Source: an optimization exercise on an open RTL-to-GDS flow (aim: small area). Production flows keep margins and buffers that such runs may drop. Where RTL was checked, it was by simulation tests only, not by an equivalence proof against the original. The RTL of run 2 was laid out without a check of its function. No activity file was given, so power comes from the tool's default toggle rates.

<file path="flow/run.sh">
#!/bin/bash
# Own layout flow: the standard flow (standard.sh) with two changes:
#  - synthesis maps with an area-oriented ABC script (flow/abc.script),
#    otherwise the same as synth_recipe.tcl (same registers, flatten, renames);
#  - port buffers are sky130_fd_sc_hd__buf_1 instead of the resizer's default.
set -euo pipefail
here=$(pwd)
export MY_ABC_SCRIPT=$here/flow/abc.script
bash standard.sh "SYNTH_SCRIPT=$here/flow/synth.tcl" \
  "BUFFER_PORTS_ARGS=-buffer_cell sky130_fd_sc_hd__buf_1" finish > $here/flow.log 2>&1
</file>
<file path="flow/abc.script">
strash
dc2
dch
map -B 0.7
topo
stime -c
</file>
<file path="flow/synth.tcl">
proc synth {args} { yosys synth -nofsm -noshare {*}$args }
proc abc {args} {
  if {[info exists ::env(MY_ABC_SCRIPT)] && $::env(MY_ABC_SCRIPT) ne ""} {
    set i [lsearch -exact $args -script]
    if {$i >= 0} { set args [lreplace $args [expr {$i+1}] [expr {$i+1}] $::env(MY_ABC_SCRIPT)] }
  }
  yosys abc {*}$args
}
source $::env(SCRIPTS_DIR)/synth.tcl
# left out here: clear keep_hierarchy, flatten, clean up, hide names made inside functions, write 1_2_yosys.v
</file>
<file path="standard.sh">
#!/bin/bash
# synth_recipe.tcl (not shown) runs the flow's synth.tcl, then flattens the netlist and writes it again
# the make line also repeats each setting of config.mk as NAME=value (left out here)
make -C /OpenROAD-flow-scripts/flow DESIGN_CONFIG=/design/flow/config.mk WORK_HOME=/design/flow/orfs CLKGATE_MAP_FILE= SYNTH_SCRIPT=/design/flow/synth_recipe.tcl "${@:-finish}"
</file>
<file path="config.mk">
export PLATFORM = sky130hd
export DESIGN_NAME = ALU
export DESIGN_NICKNAME = ALU
export VERILOG_FILES = /design/flow/design.v
export SDC_FILE = /design/flow/constraint.sdc
export NUM_CORES = 4
export LEC_CHECK = 0
export ABC_AREA = 1
export CAP_MARGIN = 20
export CORE_MARGIN = 2
export CORE_UTILIZATION = 60
export CTS_BUF_LIST = sky130_fd_sc_hd__clkbuf_1 sky130_fd_sc_hd__clkbuf_2
export GPL_TIMING_DRIVEN = 0
export SLEW_MARGIN = 20
</file>
<file path="constraint.sdc">
create_clock -name core_clock -period 15.0 [get_ports {clk}]
set_input_delay 3.0000 -clock core_clock [delete_from_list [all_inputs] [get_ports {clk}]]
set_output_delay 3.0000 -clock core_clock [all_outputs]
set_load 0.01 [all_outputs]
</file>
<file path="design.v">
module ALU(
  input            clk,
  input      [7:0] A, B,
  input      [3:0] opcode,
  output reg [7:0] out
);
  wire op_div  = (opcode == 4'd3);
  wire op_cmp  = (opcode[3:2] == 2'b11) & (opcode[1:0] != 2'b00);
  reg [7:0] x;
  always @* begin
    case (opcode)
      4'd0, 4'd1, 4'd4,
      4'd13, 4'd14, 4'd15: x = 8'd1;
      4'd2, 4'd6:          x = B;
      4'd5:                x = out;
      4'd7:                x = 8'd2;
      default:             x = 8'd0;
    endcase
  end
  reg [3:0] t;       
  reg       use_acc, use_sr;
  always @* begin
    t = 4'b0000; use_acc = 1'b0; use_sr = 1'b0;
    case (opcode)
      4'd0:                t = 4'b1010;    
      4'd1, 4'd13,
      4'd14, 4'd15:        t = 4'b0101;    
      4'd3:                t = 4'b1100;    
      4'd4, 4'd6:          use_acc = 1'b1;
      4'd8:                use_sr = 1'b1;
      4'd9:                t = 4'b1000;    
      4'd10:               t = 4'b1110;    
      4'd11:               t = 4'b0110;    
      4'd12:               t = 4'b0111;    
      default:             t = 4'b0000;
    endcase
  end
  wire [7:0] asr = {1'b0, A[7:1]};
  reg  [7:0] c;
  integer i;
  always @* begin
    for (i = 0; i < 8; i = i + 1)
      c[i] = t[{A[i], B[i]}] | (use_acc & out[i]) | (use_sr & asr[i]);
  end
  wire [7:0] y    = op_div ? ~B : A;
  wire       cin0 = op_div | op_cmp | (opcode == 4'd1);
  wire [7:0] q;
  wire [7:0] rr [0:8];
  assign rr[8] = 8'd0;
  wire       cout0;
  genvar k, j;
  generate
    for (k = 7; k >= 0; k = k - 1) begin : g_row
      localparam integer W = 8 - k;
      wire [W-1:0] xx;
      wire [W:0]   cc;
      if (W == 1) begin : g_x1
        assign xx = c[k];
      end else begin : g_xn
        assign xx = {rr[k+1][W-2:0], c[k]};
      end
      assign cc[0] = (k == 0) ? cin0 : op_div;
      wire [W-1:0] tt;
      for (j = 0; j < W; j = j + 1) begin : g_bit
        assign tt[j]   = y[j] ^ cc[j];
        assign cc[j+1] = (xx[j] & y[j]) | (cc[j] & (xx[j] | y[j]));
      end
      wire hz;
      if (W == 8) begin : g8
        assign hz = 1'b1;
      end else begin : gn
        assign hz = ~|B[7:W];
      end
      wire sel = op_div ? (cc[W] & hz) : x[k];
      assign q[k] = sel;
      assign rr[k] = {{(8-W){1'b0}}, xx ^ (tt & {W{sel}})};
      if (k == 0) begin : g_c0
        assign cout0 = cc[W];
      end
    end
  endgenerate
  wire eq = ~|rr[0];
  reg  flag;
  always @* begin
    case (opcode[1:0])
      2'd1:    flag = eq;
      2'd2:    flag = cout0 & ~eq;
      default: flag = ~cout0;
    endcase
  end
  always @(posedge clk) begin
    if (op_div)      out <= q;
    else if (op_cmp) out <= {8{flag}};
    else             out <= rr[0];
  end
endmodule
</file>
==> run summary, run 1 <==
Switching Fraction between 50% and 60%; worst min path class reg -> reg; Pleak between 1 and 1.5 nW; IO Count 29; path length in cells of the critical path a little under 80; Tot Pwr between 150 and 200 uW; Post-synth EDFFs 0; CP max FO 16; post-route insts no fill just under 600; Initial Util 61.4%; top flop regs out (8); Min-Delay Path Depth 4; WL final ~7600 um; Buf/Inv on CP 3; Syn Nets approximately 520; Pins Over Slew Limit 0; Vias/cell approximately 5.7; crit share post-route 91.0%; Post-Route M1 WL about 3400 um; max FFs per register 8; n_diodes 0; TNS Setup 0 ps; Reg power frac between 15 and 20%; placed cells 576; most common cell in the netlist nand2_1; initial DRC count ~320; Clock Skew 1.25 ps; register area share after synthesis under 10%; Die W just under 70 um; Buffers on Ports 28; Startpoint Class input pin; ratio of cells with drive above 1 in the final layout 2.08%; first-pass GRT wire length between 10000 and 15000 um; FFs w/ async S/R, synth 0%; post-synthesis cell type count 18; Max Cap Viol 0; Worst VDD drop between 0.00002 and 0.00003 V; P_sw 109 uW; cts hold-fix bufs 0; wire length on met3 roughly 750 um; Pre-antenna DRT Iters 5; CTS tree yes; Synth area leaders nand2_1 (29%), nand3_1 (19%), clkinv_1 (13%); Pint between 70 and 80 uW; die area 4560 um2; Clock power frac 6.9%; clock sink count 8; cell area after synthesis about 2400 um2; Num CTS Buffers 3; R2R depth 83; kind of critical path in -> reg; CTS Root Cell clkbuf_2; Via Count around 3300; top post-synthesis cells by count nand2_1 (186), nand3_1 (90), clkinv_1 (87); Final #Nets roughly 560; CP Data Required Time 15100 ps; Reg with most FFs out; most frequent CP cell nand2_1; metal2 WL around 3400 um; worst slew pin tran 1030 ps; Post CTS Setup Buffer Count 0; vias in the first global route between 2000 and 3000; # setup viols final 0; Post-Synthesis Cells about 500; post-route ant nets 0; row count 23; CP endpoint kind flip-flop; total gr overflow 0; Max-slew headroom approximately 31%; gpl congestion between 1 and 1.5; maximum clock path buffer count 2; slowest CP cell o21ai_0; die height a little under 70 um; status finished clean; Fillers 427; Top Layer Used met4; Worst EP arrival between 10000 and 15000 ps; Max Freq roughly 73 MHz; RSZ-0062 raised after global routing false; post-cts sizing count 0; Yosys reg bits 8; Syn Area/Cell around 4.9 um2; fin area roughly 2600 um2; post-synth top area cell nand2_1; Synth Warn # 1; core area 3940 um2; CP top delay family simple AND/OR/NAND/NOR gates; reg2reg start out[6]; H-Tree Depth 1; Gate power share 75.2%; clock latency (worst-skew pair) 240 ps; DPL Wire Length between 6000 and 7000 um; Hold Startpoint out[7]; setup slack, reg-to-reg 5020 ps; Worst Hold Path EP out[7]; initial antenna violation count 0; Pwr Density around 72 nW/um2; Critical R2R Capture out[0]; Layout Utilization 66.6%; Max stage delay on crit path around 870 ps; Layout area overhead 8.32%; total track usage 34.4%; placed instance area 2590 um2; Most used DFF post-synth dfxtp_1; DR WL/cell roughly 13 um; minimum clock period 13650 ps; Remaining DRCs 0; largest net degree at the start of global routing 17; Worst-path clk slew approximately 70 ps; post-synth top area share 28.8%; Fin. Hold Viols 0
cells by family (layout without fill, tap and decap cells):
kind of cell | Yosys count | count (layout) | synth area share [%]
adders and majority gates | 4 | 4 | 2.07
buffers and inverters | 87 | 118 | 13.5
xor gates and xnor gates | 21 | 21 | 7.59
AOI/OAI and AO/OA | 64 | 64 | 15.1
DFF | 8 | 8 | 6.61
and+or+nand+nor | 314 | 314 | 55.2
metrics by stage:
step | setup slack, ps | hold WS, ps
6_report | 1350 | 790
2_1_floorplan | 3460 | 664
3_3_place_gp | 988 | 747
3_5_place_dp | 815 | 760
5_1_grt | 49.7 | 859
4_1_cts | 1070 | 773
power by group through the flow:
stage	logic, mW	clock network, mW	registers [mW]
2_1_floorplan	0.103	0	0.0353
3_3_place_gp	0.136	0	0.0336
3_5_place_dp	0.138	0	0.0339
4_1_cts	0.139	0.0130	0.0335
5_1_grt	0.160	0.0135	0.0347
6_report	0.142	0.0130	0.0337
cells in the final DEF (no fill, tap or decap):
cell type,instances
a211oi_1,3
a21oi_1,19
a31oi_1,4
and2_2,3
buf_1,28
clkbuf_2,3
clkinv_1,86
clkinvlp_4,1
dfxtp_1,8
ha_1,4
nand2_1,183
nand2_2,3
nand3_1,90
nand3b_1,3
nand4_1,6
nor2_1,20
nor3_1,6
o211ai_1,9
o21ai_0,21
o22ai_1,8
xnor2_1,8
xnor2_2,1
xor2_1,12
worst register-to-register path: cells and delay by family (launching register included):
kind | cells | cell delay, ps
and+or+nand+nor | 77 | 8530
AOI/OAI and AO/OA | 3 | 460
DFF | 1 | 330
xor gates and xnor gates | 1 | 300
buffers and inverters | 2 | 220
routing by layer:
| layer | GRT usage [%] | vias to the layer above |
|---|---|---|
| li1 | - | 1694 |
| met4 | 8.42 | 0 |
| met2 | 56.6 | 154 |
| met5 | 0 | - |
| met1 | 46.2 | 1421 |
| met3 | 5.83 | 12 |
cell type report:
| cell class | instances | area (um2) | share of cell area [%] |
|---|---|---|---|
| well taps | 50 | 62.6 | 2.38 |
| inverters | 87 | 330 | 12.6 |
| repair buffers | 28 | 105 | 4.01 |
| flip-flops and latches | 8 | 160 | 6.10 |
| multi-input cells | 403 | 1950 | 74.3 |
| clock buffers | 3 | 15.0 | 0.572 |
worst max path at each step:
stage	slack (ps)	end	start
detailed placement	810	out[0]	opcode[0]
floorplan	3460	out[0]	opcode[0]
global placement	990	out[0]	opcode[0]
CTS	1070	out[0]	opcode[0]
finish	1350	out[0]	opcode[0]
global route	50	out[0]	opcode[0]
==> run 2: changes to the inputs <==
--- a/design.v
+++ b/design.v
@@ -25,7 +25,7 @@
       4'd0:                t = 4'b1010;    
       4'd1, 4'd13,
       4'd14, 4'd15:        t = 4'b0101;    
-      4'd3:                t = 4'b1100;    
+      4'd3:                t = 4'b0011;    
       4'd4, 4'd6:          use_acc = 1'b1;
       4'd8:                use_sr = 1'b1;
       4'd9:                t = 4'b1000;    
@@ -42,8 +42,8 @@
     for (i = 0; i < 8; i = i + 1)
       c[i] = t[{A[i], B[i]}] | (use_acc & out[i]) | (use_sr & asr[i]);
   end
-  wire [7:0] y    = op_div ? ~B : A;
-  wire       cin0 = op_div | op_cmp | (opcode == 4'd1);
+  wire [7:0] y    = op_div ? B : A;
+  wire       cin0 = op_cmp | (opcode == 4'd1);
   wire [7:0] q;
   wire [7:0] rr [0:8];
   assign rr[8] = 8'd0;
@@ -59,7 +59,7 @@
       end else begin : g_xn
         assign xx = {rr[k+1][W-2:0], c[k]};
       end
-      assign cc[0] = (k == 0) ? cin0 : op_div;
+      assign cc[0] = (k == 0) ? cin0 : 1'b0;
       wire [W-1:0] tt;
       for (j = 0; j < W; j = j + 1) begin : g_bit
         assign tt[j]   = y[j] ^ cc[j];
@@ -71,7 +71,7 @@
       end else begin : gn
         assign hz = ~|B[7:W];
       end
-      wire sel = op_div ? (cc[W] & hz) : x[k];
+      wire sel = op_div ? (~cc[W] & hz) : x[k];
       assign q[k] = sel;
       assign rr[k] = {{(8-W){1'b0}}, xx ^ (tt & {W{sel}})};
       if (k == 0) begin : g_c0
==> run 2 against run 1 <==
Clock power increased by 22%. Sequential power shrank 1%. Critical path type unchanged. Highest routed layer unchanged. Design area up 4.8%. Non-clock buffer count is 2 higher. Global-route usage up 0.48 points. Largest power group unchanged. Synthesized area up 4.0%. Largest cell class unchanged.
==> run summary, run 2 <==
status finished clean; Die W just under 70 um; largest net degree at the start of global routing 21; Vias/cell about 6; initial DRC count about 340; CTS tree yes; Most used DFF post-synth dfxtp_1; post-route ant nets 0; total gr overflow 0; Via Count approximately 3600; P_sw between 100 and 150 uW; first-pass GRT wire length around 12000 um; Layout area overhead 9.19%; Switching Fraction between 50% and 60%; Initial Util between 60% and 70%; Worst Hold Slack 887 ps; total track usage about a third; IO Count 29; most frequent cells in the layout nand2_1 (221), nand3_1 (85), clkinv_1 (71); placed cells 598; most common cell in the netlist nand2_1; Max stage delay on crit path 310 ps; most frequent CP cell nand2_1; DR WL/cell 13.5 um; top post-synthesis cells by count nand2_1 (223), nand3_1 (85), clkinv_1 (74); Pint just over 80 uW; core area 4030 um2; Synth Warn # 1; area occupied by multi-input gates between 2000 and 2500 um2; Max Freq about 74 MHz; top flop regs out (8); Storage cell area 160 um2; Fillers 411; reg2reg start out[6]; Remaining DRCs 0; Worst VDD drop 0.0000407 V; Fin. Hold Viols 0; CP max FO 16; setup slack, reg-to-reg just over 5000 ps; worst min path class reg -> reg; maximum clock path buffer count 2; Clock Skew approximately 0.5 ps; Pins Over Slew Limit 0; cell area after synthesis around 2500 um2; R2R depth 86; Critical R2R Capture out[4]; row count 23; Num CTS Buffers 3; post-synth top area share between 30% and 40%; Reg power frac 16.7%; Post-synth EDFFs 0; Clock power frac around 8.0%; FFs w/ async S/R, synth 0%; H-Tree Depth 1; # setup viols final 0; Startpoint Class input pin; die area around 4700 um2; Gate power share about 75%; Syn Nets 544; CP Data Required Time 15160 ps; max FFs per register 8; leading cell type in the layout, fill and taps excluded nand2_1; Worst-path clk slew 110 ps; Pre-antenna DRT Iters 8; post-synth top area cell nand2_1; Max Cap Viol 0; Buffers on Ports 28; ratio of cells with drive above 1 in the final layout 3.80%; gpl congestion around 1.1; Pwr Density approximately 73 nW/um2; clock sink count 8; CP endpoint kind flip-flop; CTS Root Cell clkbuf_2; worst slew pin tran 959 ps; Max-slew headroom 35.4%; Worst EP arrival between 10000 and 15000 ps; initial antenna violation count 0; Reg with most FFs out; RSZ-0062 raised after global routing false; n_diodes 0; die height just under 70 um; post-route insts no fill between 600 and 700; post-synthesis cell type count 24; slowest CP cell nor2_4; WL final between 8000 and 9000 um; DPL Wire Length 6460 um; kind of critical path in -> reg; register area share after synthesis 6.36%; Final #Nets 580; Post-Synthesis Cells roughly 520; Synth area leaders nand2_1 (33%), nand3_1 (17%), clkinv_1 (11%); end of the critical path out[4]; minimum clock period around 13000 ps; clock latency (worst-skew pair) roughly 260 ps; crit share post-route approximately nine tenths; Pleak ~1.3 nW; Tot Pwr roughly 200 uW; Yosys reg bits 8; Syn Area/Cell slightly below 5 um2; Crit. Startpoint opcode[3]; vias in the first global route approximately 2800
==> run 2: cell types whose count changed after synthesis, sizes merged, moves of 4 or more <==
| cell | previous run | this run |
|---|---|---|
| o22ai | 8 | 4 |
| nand2 | 186 | 223 |
| o21ai | 21 | 27 |
| xnor2 | 9 | 4 |
| xor2 | 12 | 16 |
| nor3 | 6 | 2 |
| a21oi | 19 | 14 |
| nand3 | 90 | 85 |
| clkinv | 87 | 74 |
| or2 | 0 | 6 |
| nor2 | 20 | 16 |
==> run 2: critical path, delay by kind of cell <==
kind | cells | cell delay (ps)
and+or+nand+nor | 85 | 9450
AOI/OAI and AO/OA | 1 | 310
buffers and inverters | 4 | 840
==> run 2: cells by family after synthesis <==
| logic type | count (synthesis) | share of synthesized area [%] |
|---|---|---|
| adders and majority gates | 5 | 2.48 |
| and+or+nand+nor | 345 | 58.0 |
| DFF | 8 | 6.36 |
| buffers and inverters | 74 | 11.0 |
| xor gates and xnor gates | 20 | 6.95 |
| AOI/OAI and AO/OA | 66 | 15.2 |
==> run 2: layer usage <==
layer,GRT usage (%),part of all wire [%],vias up
li1,-,-,1778
met3,4.71,9.0,28
met2,58.1,45,188
met4,11.5,2.8,0
met5,0,0,-
met1,46.1,43,1568
==> run 2: worst min-delay path by stage <==
stage            from      to  slack (ps)  cells past startpoint
3_5_place_dp   out[7]  out[6]         850                      7
2_1_floorplan  out[7]  out[6]         810                      7
6_report       out[7]  out[6]         890                      7
5_1_grt        out[7]  out[6]         940                      7
4_1_cts        out[7]  out[6]         860                      7
3_3_place_gp   out[7]  out[6]         820                      7
==> run 2: final cells by class <==
cell class / count / share of cell area (%)
multi-input combinational: 437 / 76.8
inverter: 74 / 10.2
sequential: 8 / 5.82
timing repair buffer: 30 / 4.28
tap: 50 / 2.27
clock buffer: 3 / 0.546
==> run 2: per-stage QoR <==
step           setup slack, ps  utilization, %  TNS, ps  instance area, um2
2_1_floorplan             2330               -        0                2520
3_3_place_gp              -607            66.7    -4500                2690
5_1_grt                   17.1            68.3        0                2750
3_5_place_dp              -727            67.0    -5400                2700
6_report                  1530            68.3        0                2750
4_1_cts                   21.1            67.4        0                2720
==> run 2: power by group through the flow <==
| stage | combinational [mW] | clock (mW) | sequential (mW) |
|---|---|---|---|
| 6_report | 0.150 | 0.0159 | 0.0333 |
| 3_5_place_dp | 0.146 | 0 | 0.0336 |
| 2_1_floorplan | 0.107 | 0 | 0.0358 |
| 3_3_place_gp | 0.142 | 0 | 0.0334 |
| 4_1_cts | 0.147 | 0.0156 | 0.0331 |
| 5_1_grt | 0.171 | 0.0160 | 0.0342 |
==> run 2: what timing repair did <==
action,4_1_cts,5_1_grt
gates cloned,0,1
resized for setup,1,10
pin swaps,0,1
hold buffers,0,0
endpoints found under the setup margin,8,8
setup buffers,0,0
==> run 3: changes to the inputs <==
--- a/design.v
+++ b/design.v
@@ -25,7 +25,7 @@
       4'd0:                t = 4'b1010;    
       4'd1, 4'd13,
       4'd14, 4'd15:        t = 4'b0101;    
-      4'd3:                t = 4'b0011;    
+      4'd3:                t = 4'b1100;    
       4'd4, 4'd6:          use_acc = 1'b1;
       4'd8:                use_sr = 1'b1;
       4'd9:                t = 4'b1000;    
@@ -42,8 +42,8 @@
     for (i = 0; i < 8; i = i + 1)
       c[i] = t[{A[i], B[i]}] | (use_acc & out[i]) | (use_sr & asr[i]);
   end
-  wire [7:0] y    = op_div ? B : A;
-  wire       cin0 = op_cmp | (opcode == 4'd1);
+  wire [7:0] y    = op_div ? ~B : A;
+  wire       cin0 = op_div | op_cmp | (opcode == 4'd1);
   wire [7:0] q;
   wire [7:0] rr [0:8];
   assign rr[8] = 8'd0;
@@ -59,7 +59,7 @@
       end else begin : g_xn
         assign xx = {rr[k+1][W-2:0], c[k]};
       end
-      assign cc[0] = (k == 0) ? cin0 : 1'b0;
+      assign cc[0] = (k == 0) ? cin0 : op_div;
       wire [W-1:0] tt;
       for (j = 0; j < W; j = j + 1) begin : g_bit
         assign tt[j]   = y[j] ^ cc[j];
@@ -71,7 +71,7 @@
       end else begin : gn
         assign hz = ~|B[7:W];
       end
-      wire sel = op_div ? (~cc[W] & hz) : x[k];
+      wire sel = op_div ? (cc[W] & hz) : x[k];
       assign q[k] = sel;
       assign rr[k] = {{(8-W){1'b0}}, xx ^ (tt & {W{sel}})};
       if (k == 0) begin : g_c0
==> flow/run.sh (replaced) <==
#!/bin/bash
# Own layout flow: the standard flow (standard.sh) with three changes:
#  - synthesis maps with an area-oriented ABC script (flow/abc.script),
#    otherwise the same as synth_recipe.tcl (same registers, flatten, renames);
#  - port buffers are sky130_fd_sc_hd__buf_1 instead of the resizer's default;
#  - setup repair only resizes gates and swaps pins (no buffering or cloning).
set -euo pipefail
here=$(pwd)
export MY_ABC_SCRIPT=$here/flow/abc.script
bash standard.sh "SYNTH_SCRIPT=$here/flow/synth.tcl" \
  "BUFFER_PORTS_ARGS=-buffer_cell sky130_fd_sc_hd__buf_1" \
  "SETUP_MOVE_SEQUENCE=unbuffer,sizeup,swap" finish > $here/flow.log 2>&1
==> flow/abc.script (replaced) <==
strash
dc2
dch
map -a
topo
stime -c
==> run 3 against run 2 <==
Clock-buffer cell count did not move. Highest routed layer unchanged. Global-route usage rose by 4.4 points. Worst hold slack got worse by 10 ps. Largest cell class unchanged. Largest power group unchanged. Critical endpoint is now out[0]. Clock skew rose by 5.2 ps. Via count fell by 10%. Now fails the layout checks on setup timing. Total power rose by 19%.
==> run summary, run 3 <==
die area ~4100 um2; placed instance area approximately 2400 um2; CTS Root Cell clkbuf_2; Max-slew headroom roughly 17%; n_diodes 0; Worst-path clk slew 70 ps; CP endpoint kind flip-flop; clock sink count 8; core area 3420 um2; worst min path class reg -> reg; cell area after synthesis about 2200 um2; Violated Checks setup timing; fin area 2960 um2; Clock Skew around 5.7 ps; row count 21; ratio of cells with drive above 1 in the final layout 30.4%; Max stage delay on crit path 330 ps; register area share after synthesis around 7.4%; initial antenna violation count 0; R2R depth 96; status complete, but fails checks; initial DRC count 420; first-pass GRT wire length approximately 13000 um; Die W ~64 um; slowest CP cell o211ai_1; vias in the first global route approximately 2800; clock latency (worst-skew pair) around 250 ps; total track usage approximately two fifths; most frequent CP cell nand2_1; minimum clock period roughly 16000 ps; Remaining DRCs 0; WL final just under 9000 um; Layout Utilization about 87%; kind of critical path in -> reg; # setup viols final 8; Crit. Startpoint opcode[1]; Max Freq roughly 61 MHz; post-synth top area cell nand2_1; Critical R2R Capture out[0]; Num CTS Buffers 3; post-synthesis cell type count 24; placed cells 480; Pins Over Slew Limit 0; crit share post-route 109%; H-Tree Depth 1; Syn Nets about 430; Most used DFF post-synth dfxtp_1; Reg with most FFs out; CP Data Required Time 15070 ps; setup slack, reg-to-reg 2010 ps; Layout area overhead 36.5%; most frequent cells in the layout nand2_1 (67), nor2_1 (49), clkinv_1 (28); Vias/cell approximately 6.6; RSZ-0062 raised after global routing true; worst slew pin tran about 1200 ps; top post-synthesis cells by count nand2_1 (91), nor2_1 (76), clkinv_1 (48); IO Count 29; Synth area leaders nand2_1 (16%), nor2_1 (13%), clkinv_1 (8.3%); Pre-antenna DRT Iters 7; Final #Nets roughly 460; Worst VDD drop 0.0000622 V; post-route insts no fill between 400 and 500; Synth Warn # 1; total gr overflow 0; Syn Area/Cell 5.35 um2; DPL Wire Length between 5000 and 6000 um; Startpoint Class input pin; top flop regs out (8); most common cell in the netlist nand2_1; post-synth top area share about 16%; Worst EP arrival 16460 ps; reg2reg start out[7]; CTS tree yes; Post-synth EDFFs 0; Post-Synthesis Cells about 410; Pleak 1.15 nW; Pwr Density roughly 80 nW/um2; die height 64.2 um; leading cell type in the layout, fill and taps excluded nand2_1; Final WS setup -1390 ps; Buffers on Ports 28; largest net degree at the start of global routing 15; Max Cap Viol 0; Post-Place Setup Slack -2650 ps; Fin. Hold Viols 0; Yosys reg bits 8; DR WL/cell about 18 um; max FFs per register 8; post-route ant nets 0; maximum clock path buffer count 2; CP max FO 8; FFs w/ async S/R, synth 0%; Via Count roughly 3200; Initial Util 63.6%; end of the critical path out[0]; gpl congestion around 0.99
-- run 3: cell families after synthesis --
logic type      share of synthesized area, %
simple gates                            42.9
flops                                   7.38
xor+xnor                                14.9
buf+inv                                 8.30
compound gates                          24.2
fa+ha+maj                               2.31
-- run 3: final cells by class --
cell class              instances  area, um2
fillers                       210        452
clock buffers                   3       15.0
repair buffers                 28        135
well taps                      46       57.6
flip-flops and latches          8        160
inverters                      48        215
multi-input cells             350       2380
-- run 3: metal layers --
metal,track usage [%],up-vias,share of wire [%]
met4,10.6,0,5.9
met2,64.3,273,44
met1,51.7,1424,37
met3,8.80,75,14
li1,-,1426,-
met5,0,-,0
-- run 3: worst max-delay path, delay by kind of cell --
family / cells / cell delay (ps)
XOR/XNOR: 8 / 1640
buffers and inverters: 10 / 950
adder cells (fa/ha/maj): 1 / 240
AND/OR/NAND/NOR: 59 / 6850
AO/OA/AOI/OAI: 25 / 3770
-- run 3: where the power goes --
group	switching (mW)	internal, mW	leakage, nW	total [mW]
logic	0.123	0.0638	1.07	0.187
registers	0.00892	0.0291	0.0674	0.0380
clock network	0.00760	0.00543	0.0125	0.0130
-- run 3: worst min path at each step --
| stage | cells past startpoint | startpoint | slack (ps) | to |
|---|---|---|---|---|
| after global placement | 4 | out[7] | 870 | out[7] |
| final | 4 | out[7] | 880 | out[7] |
| after floorplan | 4 | out[7] | 810 | out[7] |
| after global routing | 4 | out[7] | 960 | out[7] |
| after CTS | 4 | out[7] | 860 | out[7] |
| after detailed placement | 4 | out[7] | 860 | out[7] |
-- run 3: metrics by stage --
step / TNS, ps / hold slack, ps / power (mW)
floorplan: 0 / 809 / 0.137
global placement: -16650 / 871 / 0.168
detailed placement: -20000 / 860 / 0.171
CTS: -8160 / 861 / 0.209
global route: -15550 / 962 / 0.251
finish: -10060 / 877 / 0.238
-- run 3: timing repair --
| item | CTS | global route |
|---|---|---|
| endpoints found under the hold margin | 0 | 0 |
| endpoints found under the setup margin | 8 | 8 |
| hold buffers | 0 | 0 |
| pin swaps | 60 | 72 |
| resized for setup | 104 | 58 |
| setup buffers | 0 | 0 |

[separate check: timing with driven ports]
The flow's constraints put no driver on any port. The routed layouts listed below were extracted and timed again, unchanged, in two steps.
Step 1, drivers: a clkbuf_16 drives clk and a buf_2 each remaining input, both assumed.
Step 2 adds t to the input delays and takes it off the output delays; t is the mean of the earliest and latest rising clock arrival at the registers after step 1. Input paths then give back, and output paths get back, about the clock's delay inside the block.
Three values: ideal ports, drivers, drivers and shift; two values: the first two.
run	t, ns	setup WS [ns]	worst setup path at the end	clock arrival spread, ns	worst register clock-pin slew, ns
run 1	0.260	1.352 / 1.350 / 1.091	input to register	0.002 / 0.001	0.07 / 0.07
run 2	0.285	1.529 / 1.532 / 1.246	input to register	0.001 / 0.001	0.11 / 0.11
run 3	0.268	-1.391 / -1.411 / -1.679	input to register	0.006 / 0.006	0.07 / 0.07
The setup slack of run 3, which loses most, moves by -0.020 ns with the drivers and by -0.288 ns with both steps.
